Source: an optimization exercise on an open RTL-to-GDS flow (aim: small area and a short achievable clock period). Production flows keep margins and buffers that such runs may drop. Only simulation tests tie the RTL to the original design; equivalence was not proved. Power and IR drop assume default switching activity.

[design.v]
`timescale 1ns / 1ps
module PE_int8( input  wire         clk, 
                input  wire         rst,
                input  wire signed [7: 0] x_in, 
                input  wire signed [7: 0] y_in, 
                output reg  signed [7: 0] x_out,  
                output reg  signed [7: 0] y_out,
                output reg  signed [15:0] result 
    ); 
    wire signed [15:0] mult;
    reg  signed [15:0] result_reg; 
    assign mult = x_in*y_in;  
    always@(posedge clk) begin 
        if(rst) begin 
            result     <= 16'b0; 
            x_out      <= 8'b0; 
            y_out      <= 8'b0; 
        end 
        else begin 
            y_out      <= y_in; 
            x_out      <= x_in; 
            result     <= result + mult; 
        end 
    end 
endmodule
`timescale 1ns / 1ps
module systolic_4x4(    input  wire clk, 
                        input  wire rst, 
                        input  wire [31: 0] x_flat,    
                        input  wire [31: 0] y_flat,    
                        output wire [255:0] out_flat,  
                        output wire done
        );
    wire signed [7 : 0] x_i [3: 0]; 
    wire signed [7 : 0] y_i [3: 0];
    reg  signed [15: 0] out [15: 0];
    genvar g;
    generate
        for (g = 0; g < 4; g = g + 1) begin : g_in
            assign x_i[g] = x_flat[8*g +: 8];
            assign y_i[g] = y_flat[8*g +: 8];
        end
        for (g = 0; g < 16; g = g + 1) begin : g_out
            assign out_flat[16*g +: 16] = out[g];
        end
    endgenerate
    integer i;
    integer k;
    reg  signed [7 : 0] x_o [15: 0]; 
    reg  signed [7 : 0] y_o [15: 0]; 
    reg  signed [15: 0] r_o [15: 0]; 
    reg  [3: 0] counter;
    reg  done_r; 
    assign done = done_r;
    PE_int8 Pe_00 (.clk(clk), .rst(rst), .x_in(x_i[0]), .y_in(y_i[0]), .x_out(x_o[0]), .y_out(y_o[0]), .result(r_o[0]));
    PE_int8 Pe_01 (.clk(clk), .rst(rst), .x_in(x_o[0]), .y_in(y_i[1]), .x_out(x_o[1]), .y_out(y_o[1]), .result(r_o[1]));
    PE_int8 Pe_02 (.clk(clk), .rst(rst), .x_in(x_o[1]), .y_in(y_i[2]), .x_out(x_o[2]), .y_out(y_o[2]), .result(r_o[2]));
    PE_int8 Pe_03 (.clk(clk), .rst(rst), .x_in(x_o[2]), .y_in(y_i[3]), .x_out(x_o[3]), .y_out(y_o[3]), .result(r_o[3]));
    PE_int8 Pe_10 (.clk(clk), .rst(rst), .x_in(x_i[1]), .y_in(y_o[0]), .x_out(x_o[4]), .y_out(y_o[4]), .result(r_o[4]));
    PE_int8 Pe_11 (.clk(clk), .rst(rst), .x_in(x_o[4]), .y_in(y_o[1]), .x_out(x_o[5]), .y_out(y_o[5]), .result(r_o[5]));
    PE_int8 Pe_12 (.clk(clk), .rst(rst), .x_in(x_o[5]), .y_in(y_o[2]), .x_out(x_o[6]), .y_out(y_o[6]), .result(r_o[6]));
    PE_int8 Pe_13 (.clk(clk), .rst(rst), .x_in(x_o[6]), .y_in(y_o[3]), .x_out(x_o[7]), .y_out(y_o[7]), .result(r_o[7]));
    PE_int8 Pe_20 (.clk(clk), .rst(rst), .x_in(x_i[2]) , .y_in(y_o[4]), .x_out(x_o[8]),  .y_out(y_o[8]),   .result(r_o[8]));
    PE_int8 Pe_21 (.clk(clk), .rst(rst), .x_in(x_o[8]) , .y_in(y_o[5]), .x_out(x_o[9]),  .y_out(y_o[9]),   .result(r_o[9]));
    PE_int8 Pe_22 (.clk(clk), .rst(rst), .x_in(x_o[9]) , .y_in(y_o[6]), .x_out(x_o[10]), .y_out(y_o[10]),  .result(r_o[10]));
    PE_int8 Pe_23 (.clk(clk), .rst(rst), .x_in(x_o[10]), .y_in(y_o[7]), .x_out(x_o[11]), .y_out(y_o[11]),  .result(r_o[11]));
    PE_int8 Pe_30 (.clk(clk), .rst(rst), .x_in(x_i[3]),  .y_in(y_o[8]),  .x_out(x_o[12]), .y_out(y_o[12]), .result(r_o[12]));
    PE_int8 Pe_31 (.clk(clk), .rst(rst), .x_in(x_o[12]), .y_in(y_o[9]),  .x_out(x_o[13]), .y_out(y_o[13]), .result(r_o[13]));
    PE_int8 Pe_32 (.clk(clk), .rst(rst), .x_in(x_o[13]), .y_in(y_o[10]), .x_out(x_o[14]), .y_out(y_o[14]), .result(r_o[14]));
    PE_int8 Pe_33 (.clk(clk), .rst(rst), .x_in(x_o[14]), .y_in(y_o[11]), .x_out(x_o[15]), .y_out(y_o[15]), .result(r_o[15]));
    always @(posedge clk) begin
        if(rst) begin 
            for (i = 0; i < 16; i = i + 1) begin 
                out[i] <= 16'b0; 
            end 
                done_r    <= 1'b0;
                counter   <= 4'd0;
        end 
        else begin 
            if(counter == 4'd10) begin 
                for (k = 0; k < 16; k = k + 1) begin 
                    out[k] <= r_o[k]; 
                end 
                done_r  <= 1'b1; 
                counter <= 4'd0;   
            end 
            else begin 
                done_r  <= 1'b0; 
                counter <= counter + 1'b1; 
            end 
        end 
    end 
endmodule    
[run.sh]
#!/bin/bash
# synth_recipe.tcl (not shown) runs the flow's synth.tcl, then flattens the netlist and writes it again
# the make line also repeats each setting of config.mk as NAME=value (left out here)
make -C /OpenROAD-flow-scripts/flow DESIGN_CONFIG=/design/flow/config.mk WORK_HOME=/design/flow/orfs CLKGATE_MAP_FILE= SYNTH_SCRIPT=/design/flow/synth_recipe.tcl finish
[config.mk]
export PLATFORM = sky130hd
export DESIGN_NAME = systolic_4x4
export DESIGN_NICKNAME = systolic_4x4
export VERILOG_FILES = /design/flow/design.v
export SDC_FILE = /design/flow/constraint.sdc
export NUM_CORES = 4
export LEC_CHECK = 0
export CAP_MARGIN = 20
export CORE_MARGIN = 2
export CORE_UTILIZATION = 40
export SLEW_MARGIN = 20
[constraint.sdc]
create_clock -name core_clock -period 5.5 [get_ports {clk}]
set_input_delay 1.1000 -clock core_clock [delete_from_list [all_inputs] [get_ports {clk}]]
set_output_delay 1.1000 -clock core_clock [all_outputs]
set_load 0.01 [all_outputs]
==> results.json, run 1 <==
{
  "status": "finished clean",
  "largest_reg_flops": 256,
  "vias": 43300,
  "tightest_slew_ps": 1090,
  "synth_top_area_frac": 0.349,
  "synth_fp_nets": 8120,
  "synthSimpleGateAreaFrac": 0.127,
  "yosysUniqueCellTypes": 48,
  "crit_fanout": 6,
  "post-cts-setup-buffer-count": 0,
  "rsz0062_at_grt": "false",
  "hold_viol_final": 0,
  "final_common_cell": "fa_1",
  "synthAdderAreaFrac": 0.463,
  "fp.dieW_um": 408,
  "leakage_nw": 37.4,
  "skew_ps": 32.5,
  "portBuffers": 322,
  "drc_errors": 0,
  "htreeDepth": 3,
  "netlist_area_sq_um": 65200,
  "clk_latency_ps": 720,
  "ys_ff_latch": 709,
  "startpoint_type": "input pin",
  "maxSlewViolCount": 0,
  "cts.sinks": 709,
  "antenna_found_initial": 2,
  "crit_type": "input pin to flip-flop",
  "drtPass1Iterations": 6,
  "muxShareOfSynthArea": 0,
  "gp_congestion": 0.868,
  "root_buffer": "clkbuf_16",
  "synthFlopType": "dfxtp_1",
  "cts_buffer_depth": 3,
  "wl_mm": 152,
  "clk_pin_slew_worst_paths_ps": 60,
  "grt.overflow.total": 0,
  "ir_drop_v": 0.000721,
  "dp_hpwl_mm": 123,
  "period_share": 0.946,
  "synth_xor_area_frac": 0.0428,
  "diodes": 0,
  "numCtsBuffers": 92,
  "boundaryPins": 323,
  "fmax_ghz": 0.192,
  "cts_tree": "done",
  "synth_top_family_by_area": "adder cells",
  "timing.hold.ws_ps": 464,
  "ys_seq_area_frac": 0.218,
  "start_util": 0.402,
  "setup_violations": 0,
  "antenna_left": 0,
  "grt_pass1_vias": 47600,
  "finalCriticalPeriod_ps": 5200,
  "finalSetupTns_ps": 0,
  "post_drt_wl_per_cell_um": 16.7,
  "postSynthCellCount": 6324,
  "end_kind": "flip-flop",
  "n_fill_cell": 15300,
  "final_util": 0.468,
  "yosysWarnings": 55,
  "drt_iter0_markers": 1550,
  "rows": 148,
  "cts_hold_buf": 0,
  "largest-register": "out",
  "max-cap-violations": 0,
  "synth_top_area_cell": "fa_1",
  "synth.avg_cell_area_sq_um": 10.3,
  "fp.dieArea_sq_um": 166000,
  "viasPerCell": 4.74,
  "grt_usage": 0.191,
  "grt_pass1_wl_mm": 256,
  "synthArstFlopShare": 0,
  "hp-class": "flip-flop to flip-flop",
  "power_mw": 25.2,
  "die_h_um": 408,
  "crit_required_ps": 6070,
  "arrival_ps": 5780,
  "area_growth_pct": 16.6,
  "relSlewSlack": 0.271,
  "pwr_density_cell_nw_per_um2": 331,
  "grt_max_degree": 200,
  "coreArea_sq_um": 162000,
  "layout-drive-gt1-share": 0.0686,
  "synth_compound_area_frac": 0.0744,
  "nets": 8677,
  "synthTopCellsByArea": "fa_1 35%, dfxtp_1 22%, ha_1 11%",
  "placed_cells_incl_taps": 8962,
  "ctsResizeCount": 0,
  "synth_edf_count": 0,
  "instances_no_fill": 9133,
  "final_cell_mix": "1136 x fa_1, 1126 x inv_1, 709 x dfxtp_1, 594 x ha_1, 521 x and2_1"
}
==> worst max-delay path, cell delays in order <==
cell	delay, ps
clkdlybuf4s50_1	610
buf_4	190
nand2_1	80
fa_1	410
inv_1	90
fa_1	390
ha_1	280
inv_1	40
fa_1	480
inv_1	40
ha_1	270
ha_1	210
fa_1	460
a21o_1	170
a21oi_1	270
o21ai_0	170
a41oi_1	260
xor2_1	170
nor2_1	60
==> path summary, 6_finish.rpt <==
| kind | startpoint | endpoint | slack [ps] | cells after the start |
|---|---|---|---|---|
| setup reg to reg | Pe_21.x_out[7]$_SDFF_PP0_ | Pe_22.result[15]$_SDFF_PP0_ | 440 | 15 |
| hold / removal | Pe_21.result[1]$_SDFF_PP0_ | out[9][1]$_SDFFE_PP0P_ | 460 | 1 |
| setup / recovery | y_flat[24] | Pe_03.result[14]$_SDFF_PP0_ | 300 | 19 |
| hold reg to reg | Pe_21.result[1]$_SDFF_PP0_ | out[9][1]$_SDFFE_PP0P_ | 460 | 1 |
==> per-layer routing <==
layer / share of wire / wire [um] / global-route usage
met1: 0.45 / 69100 / 0.258
met2: 0.48 / 72700 / 0.318
met3: 0.044 / 6690 / 0.0321
met4: 0.024 / 3610 / 0.0510
met5: 0.00016 / 25 / 0
==> cell type report <==
cell class / instances / area, sq um / share of cell area
Multi-Input combinational cell: 4314 / 46100 / 0.607
Clock inverter: 50 / 596 / 0.00783
Sequential cell: 709 / 14200 / 0.187
Inverter: 1141 / 4280 / 0.0563
Tap cell: 2175 / 2720 / 0.0358
Clock buffer: 121 / 2580 / 0.0340
Timing Repair Buffer: 623 / 5550 / 0.0730
==> per-stage QoR <==
step	setup WS, ps	instance area [sq um]
after floorplan	-21.3	65200
after global placement	-393	72900
after detailed placement	-450	72900
after CTS	340	76100
after global routing	78.9	76100
final	298	76100
==> cells by family (layout without fill, tap and decap cells) <==
logic type | after synthesis | in the layout
simple gates | 1618 | 1618
buf+inv | 1301 | 1935
compound gates | 647 | 647
xor+xnor | 319 | 319
fa+ha+maj | 1730 | 1730
flops | 709 | 709
==> cell usage after synthesis (2+ instances only) <==
cell	instances
nand2_1	430
or2_2	2
a31oi_1	11
and2_1	525
o22ai_1	8
nand3_1	13
nand2b_1	27
clkinv_1	15
a21o_1	34
nor2b_1	284
fa_1	1136
o21a_1	50
a211oi_2	3
dfxtp_1	709
a2111o_1	8
a21oi_1	103
inv_1	1126
nor4_1	4
o41a_1	3
a41oi_1	3
nand4_1	5
o21ai_0	63
nor2_1	298
a41oi_2	3
a211oi_1	34
nand4b_1	8
nor3_1	17
clkbuf_1	111
a221oi_2	3
xor2_1	85
buf_2	40
o41ai_1	2
and3_1	4
o211ai_1	19
ha_1	594
o31ai_1	9
o21bai_1	21
a21boi_0	8
buf_1	9
a22o_1	256
xnor2_1	234
==> where the power goes <==
| part | leakage (nW) | internal [mW] | total [mW] | switching, mW |
|---|---|---|---|---|
| Sequential | 5.79 | 5.73 | 6.42 | 0.689 |
| Clock | 1.54 | 3.72 | 6.26 | 2.55 |
| Combinational | 30.1 | 6.21 | 12.5 | 6.31 |
==> run 2: changes to the inputs <==
==> design.v (replaced) <==
module PE_int8( input  wire               clk,
                input  wire               rst,
                input  wire signed [7: 0] x_in,
                input  wire signed [7: 0] y_in,
                output reg  signed [7: 0] x_out,
                output reg  signed [7: 0] y_out,
                output wire signed [15:0] result    
    );
    reg  signed [15:0] acc;
    wire signed [15:0] sum = acc + x_out * y_out;
    assign result = sum;
    always @(posedge clk) begin
        if (rst) begin
            acc   <= 16'b0;
            x_out <= 8'b0;
            y_out <= 8'b0;
        end else begin
            x_out <= x_in;
            y_out <= y_in;
            acc   <= sum;
        end
    end
endmodule
module systolic_4x4(    input  wire clk,
                        input  wire rst,
                        input  wire [31: 0] x_flat,    
                        input  wire [31: 0] y_flat,    
                        output wire [255:0] out_flat,  
                        output wire done
        );
    wire [7:0]  xo [15:0];
    wire [7:0]  yo [15:0];
    wire [15:0] r_o [15:0];
    reg  [15:0] out [15:0];
    reg  [3:0]  counter;
    reg         done_r;
    assign done = done_r;
    genvar gi, gj;
    generate
        for (gi = 0; gi < 4; gi = gi + 1) begin : g_row
            for (gj = 0; gj < 4; gj = gj + 1) begin : g_col
                wire [7:0] xin = (gj == 0) ? x_flat[8*gi +: 8] : xo[4*gi + gj - 1];
                wire [7:0] yin = (gi == 0) ? y_flat[8*gj +: 8] : yo[4*(gi-1) + gj];
                PE_int8 pe (.clk(clk), .rst(rst), .x_in(xin), .y_in(yin),
                            .x_out(xo[4*gi+gj]), .y_out(yo[4*gi+gj]), .result(r_o[4*gi+gj]));
            end
        end
        for (gi = 0; gi < 16; gi = gi + 1) begin : g_out
            assign out_flat[16*gi +: 16] = out[gi];
        end
    endgenerate
    integer k;
    always @(posedge clk) begin
        if (rst) begin
            for (k = 0; k < 16; k = k + 1) out[k] <= 16'b0;
            done_r  <= 1'b0;
            counter <= 4'd0;
        end else if (counter == 4'd10) begin
            for (k = 0; k < 16; k = k + 1) out[k] <= r_o[k];
            done_r  <= 1'b1;
            counter <= 4'd0;
        end else begin
            done_r  <= 1'b0;
            counter <= counter + 1'b1;
        end
    end
endmodule
==> run 2 against run 1 <==
Clock skew up 9.3 ps. Register-to-register slack got worse by 130 ps. Utilization decreased by 0.82 points. Sequential cell count rose by 64. Global-route usage rose by 1.0 points. Hold slack got worse by 17 ps. Power shrank 28%. Synthesized cell count is 4.3% higher. Cell area up 1.3%. Maximum frequency increased by 0.21%. Combinational power shrank 63%. Sequential power fell by 2%.
==> results.json, run 2 <==
{
  "area_growth_pct": 14.1,
  "finalSetupTns_ps": 0,
  "arrival_ps": 5780,
  "netlist_area_sq_um": 67500,
  "ys_top_cells_by_count": "1151 x inv_1, 1136 x fa_1, 773 x dfxtp_1",
  "antenna_left": 0,
  "grt_max_degree": 148,
  "reg_top3": "g_row.g_col.pe.acc x256, out x256",
  "diodes": 0,
  "fp.dieArea_sq_um": 172000,
  "pwr_density_cell_nw_per_um2": 234,
  "grt_pass1_vias": 49500,
  "crit_required_ps": 6090,
  "intPower_mw": 12.3,
  "p_comb_frac": 0.259,
  "place_ws_ps": 232,
  "synthFlopType": "dfxtp_1",
  "ys_ff_latch": 773,
  "htreeDepth": 3,
  "maxSlewViolCount": 0,
  "leakage_nw": 38.0,
  "p_switching_mw": 5.77,
  "nets": 8727,
  "start_util": 0.403,
  "clk_latency_ps": 730,
  "grt.overflow.total": 0,
  "drt_iter0_markers": 1646,
  "synth_edf_count": 0,
  "drc_errors": 0,
  "final_cell_mix": "1150 x inv_1, 1136 x fa_1, 771 x dfxtp_1, 594 x ha_1, 563 x nand2_1",
  "synth_top_area_frac": 0.337,
  "layout-drive-gt1-share": 0.0442,
  "grt_usage": 0.201,
  "yosysWarnings": 4,
  "period_share": 0.944,
  "crit_fanout": 9,
  "hold_viol_final": 0,
  "hp-class": "flip-flop to flip-flop",
  "yosysMostFrequentCell": "inv_1",
  "clockPowerShare": 0.391,
  "timing.hold.ws_ps": 448,
  "post-cts-setup-buffer-count": 0,
  "crit_type": "flip-flop to flip-flop",
  "finalInstanceArea_sq_um": 77000,
  "p_sw_frac": 0.320,
  "rows": 150,
  "setup_slack_ps": 309,
  "synth.avg_cell_area_sq_um": 10.2,
  "cts_tree": "done",
  "coreArea_sq_um": 167000,
  "tightest_slew_ps": 1180,
  "synthArstFlopShare": 0,
  "cts_hold_buf": 0,
  "setup_violations": 0,
  "dpl-instance-area_sq_um": 73500,
  "status": "finished clean",
  "viasPerCell": 4.81,
  "root_buffer": "clkbuf_16",
  "ir_drop_v": 0.000217,
  "cts.sinks": 773,
  "portBuffers": 322,
  "final_common_cell": "inv_1",
  "vias": 44400,
  "synthTopCellsByArea": "fa_1 34%, dfxtp_1 23%, ha_1 11%",
  "postSynthCellCount": 6596,
  "fmax_ghz": 0.193,
  "synth_fp_nets": 8392,
  "boundaryPins": 323,
  "grt_pass1_wl_mm": 274,
  "numCtsBuffers": 98,
  "ys_seq_area_frac": 0.229,
  "wl_mm": 167,
  "synth_top_area_cell": "fa_1",
  "dp_hpwl_mm": 132,
  "end_kind": "flip-flop",
  "antenna_found_initial": 3,
  "yosysUniqueCellTypes": 54,
  "power_mw": 18.0,
  "post_drt_wl_per_cell_um": 18.1,
  "seq_power_share": 0.349,
  "die_h_um": 415,
  "drtPass1Iterations": 7,
  "max-cap-violations": 0,
  "skew_ps": 41.9,
  "relSlewSlack": 0.214,
  "min_path_cells": 2,
  "cts_buffer_depth": 3,
  "rsz0062_at_grt": "false",
  "gp_congestion": 0.861,
  "fp.dieW_um": 415,
  "finalCriticalPeriod_ps": 5190,
  "r2r_cells": 13,
  "startpoint_type": "flip-flop",
  "clk_pin_slew_worst_paths_ps": 60,
  "ctsResizeCount": 0
}
run 2: worst paths after layout:
kind	to	start	slack (ps)
setup / recovery	out[7][13]$_SDFFE_PP0P_	g_row[1].g_col[3].pe.y_out[1]$_SDFF_PP0_	310
hold / removal	out[14][10]$_SDFFE_PP0P_	out[14][10]$_SDFFE_PP0P_	450
setup reg to reg	out[7][13]$_SDFFE_PP0P_	g_row[1].g_col[3].pe.y_out[1]$_SDFF_PP0_	310
hold reg to reg	out[14][10]$_SDFFE_PP0P_	out[14][10]$_SDFFE_PP0P_	450
run 2: area by class of cell:
| type | count | area (sq um) |
|---|---|---|
| inverters | 1151 | 4330 |
| repair buffers | 390 | 3810 |
| fillers | 15800 | 90400 |
| clock buffers | 127 | 2790 |
| well taps | 2204 | 2760 |
| clock inverters | 56 | 757 |
| flip-flops and latches | 773 | 15500 |
| multi-input cells | 4517 | 47100 |
run 2: per-layer routing:
layer / wire length [um] / up-vias / global-route usage
li1: - / 21000 / -
met5: 0 / - / 0
met4: 5230 / 0 / 0.0633
met1: 72600 / 22500 / 0.258
met2: 83700 / 653 / 0.354
met3: 5200 / 202 / 0.0227
run 2: kinds of logic (layout without fill, tap and decap cells):
kind of cell	Yosys count	after routing	synth area share
DFF	773	773	0.229
and+or+nand+nor	1815	1815	0.142
muxes	18	18	0.00297
AOI/OAI and AO/OA	640	640	0.0651
adders and majority gates	1730	1730	0.447
xor gates and xnor gates	314	314	0.0408
buffers and inverters	1306	1724	0.0731
run 2: through the flow:
stage | cells | utilization
floorplan | 6596 | -
global route | 9218 | 0.460
finish | 9218 | 0.460
global placement | 9035 | 0.439
CTS | 9218 | 0.460
detailed placement | 9035 | 0.439
run 2: power groups by stage:
stage          sequential, mW  combinational, mW  clock (mW)
3_3_place_gp             6.42               4.62           0
6_report                 6.30               4.68        7.06
4_1_cts                  6.30               4.76        7.27
2_1_floorplan            6.25               3.52           0
3_5_place_dp             6.43               4.69           0
5_1_grt                  6.34               5.38        7.49
run 2: worst max-delay path, cell delays in order (launching register included):
cell      delay (ps)
dfxtp_1          570
and2_1           500
fa_1             520
fa_1             490
fa_1             560
fa_1             420
ha_1             290
ha_1             370
a2111o_1         410
o21bai_1         190
a21oi_1          230
o21bai_1         100
xnor2_1          260
o21ai_0          130

## afterwards: timing with drivers on the ports
The results above use ideal ports. As a check the final layouts listed here were re-extracted and re-timed, cells and wires unchanged.
Step 1: set_driving_cell puts a clkbuf_16 on clk and a buf_2 on each other input, an assumption about the parent block.
Step 2 adds t to the input delays and takes it off the output delays; t is the mean of the earliest and latest rising clock arrival at the registers after step 1. Input paths then give back, and output paths get back, about the clock's delay inside the block.
Slacks: ideal / step 1 / step 2; pairs: ideal / step 1.
run	shift t [ns]	setup WS [ns]	hold WS [ns]
run 1	0.790	0.298 / 0.347 / -0.443	0.464 / 0.464 / 0.464
run 2	0.790	0.309 / 0.309 / 0.309	0.448 / 0.448 / 0.448
Met with ideal ports but missed after step 2: setup timing in run 1. For run 1, which loses most, drivers alone change the setup slack by +0.049 ns; drivers and shift together by -0.741 ns.
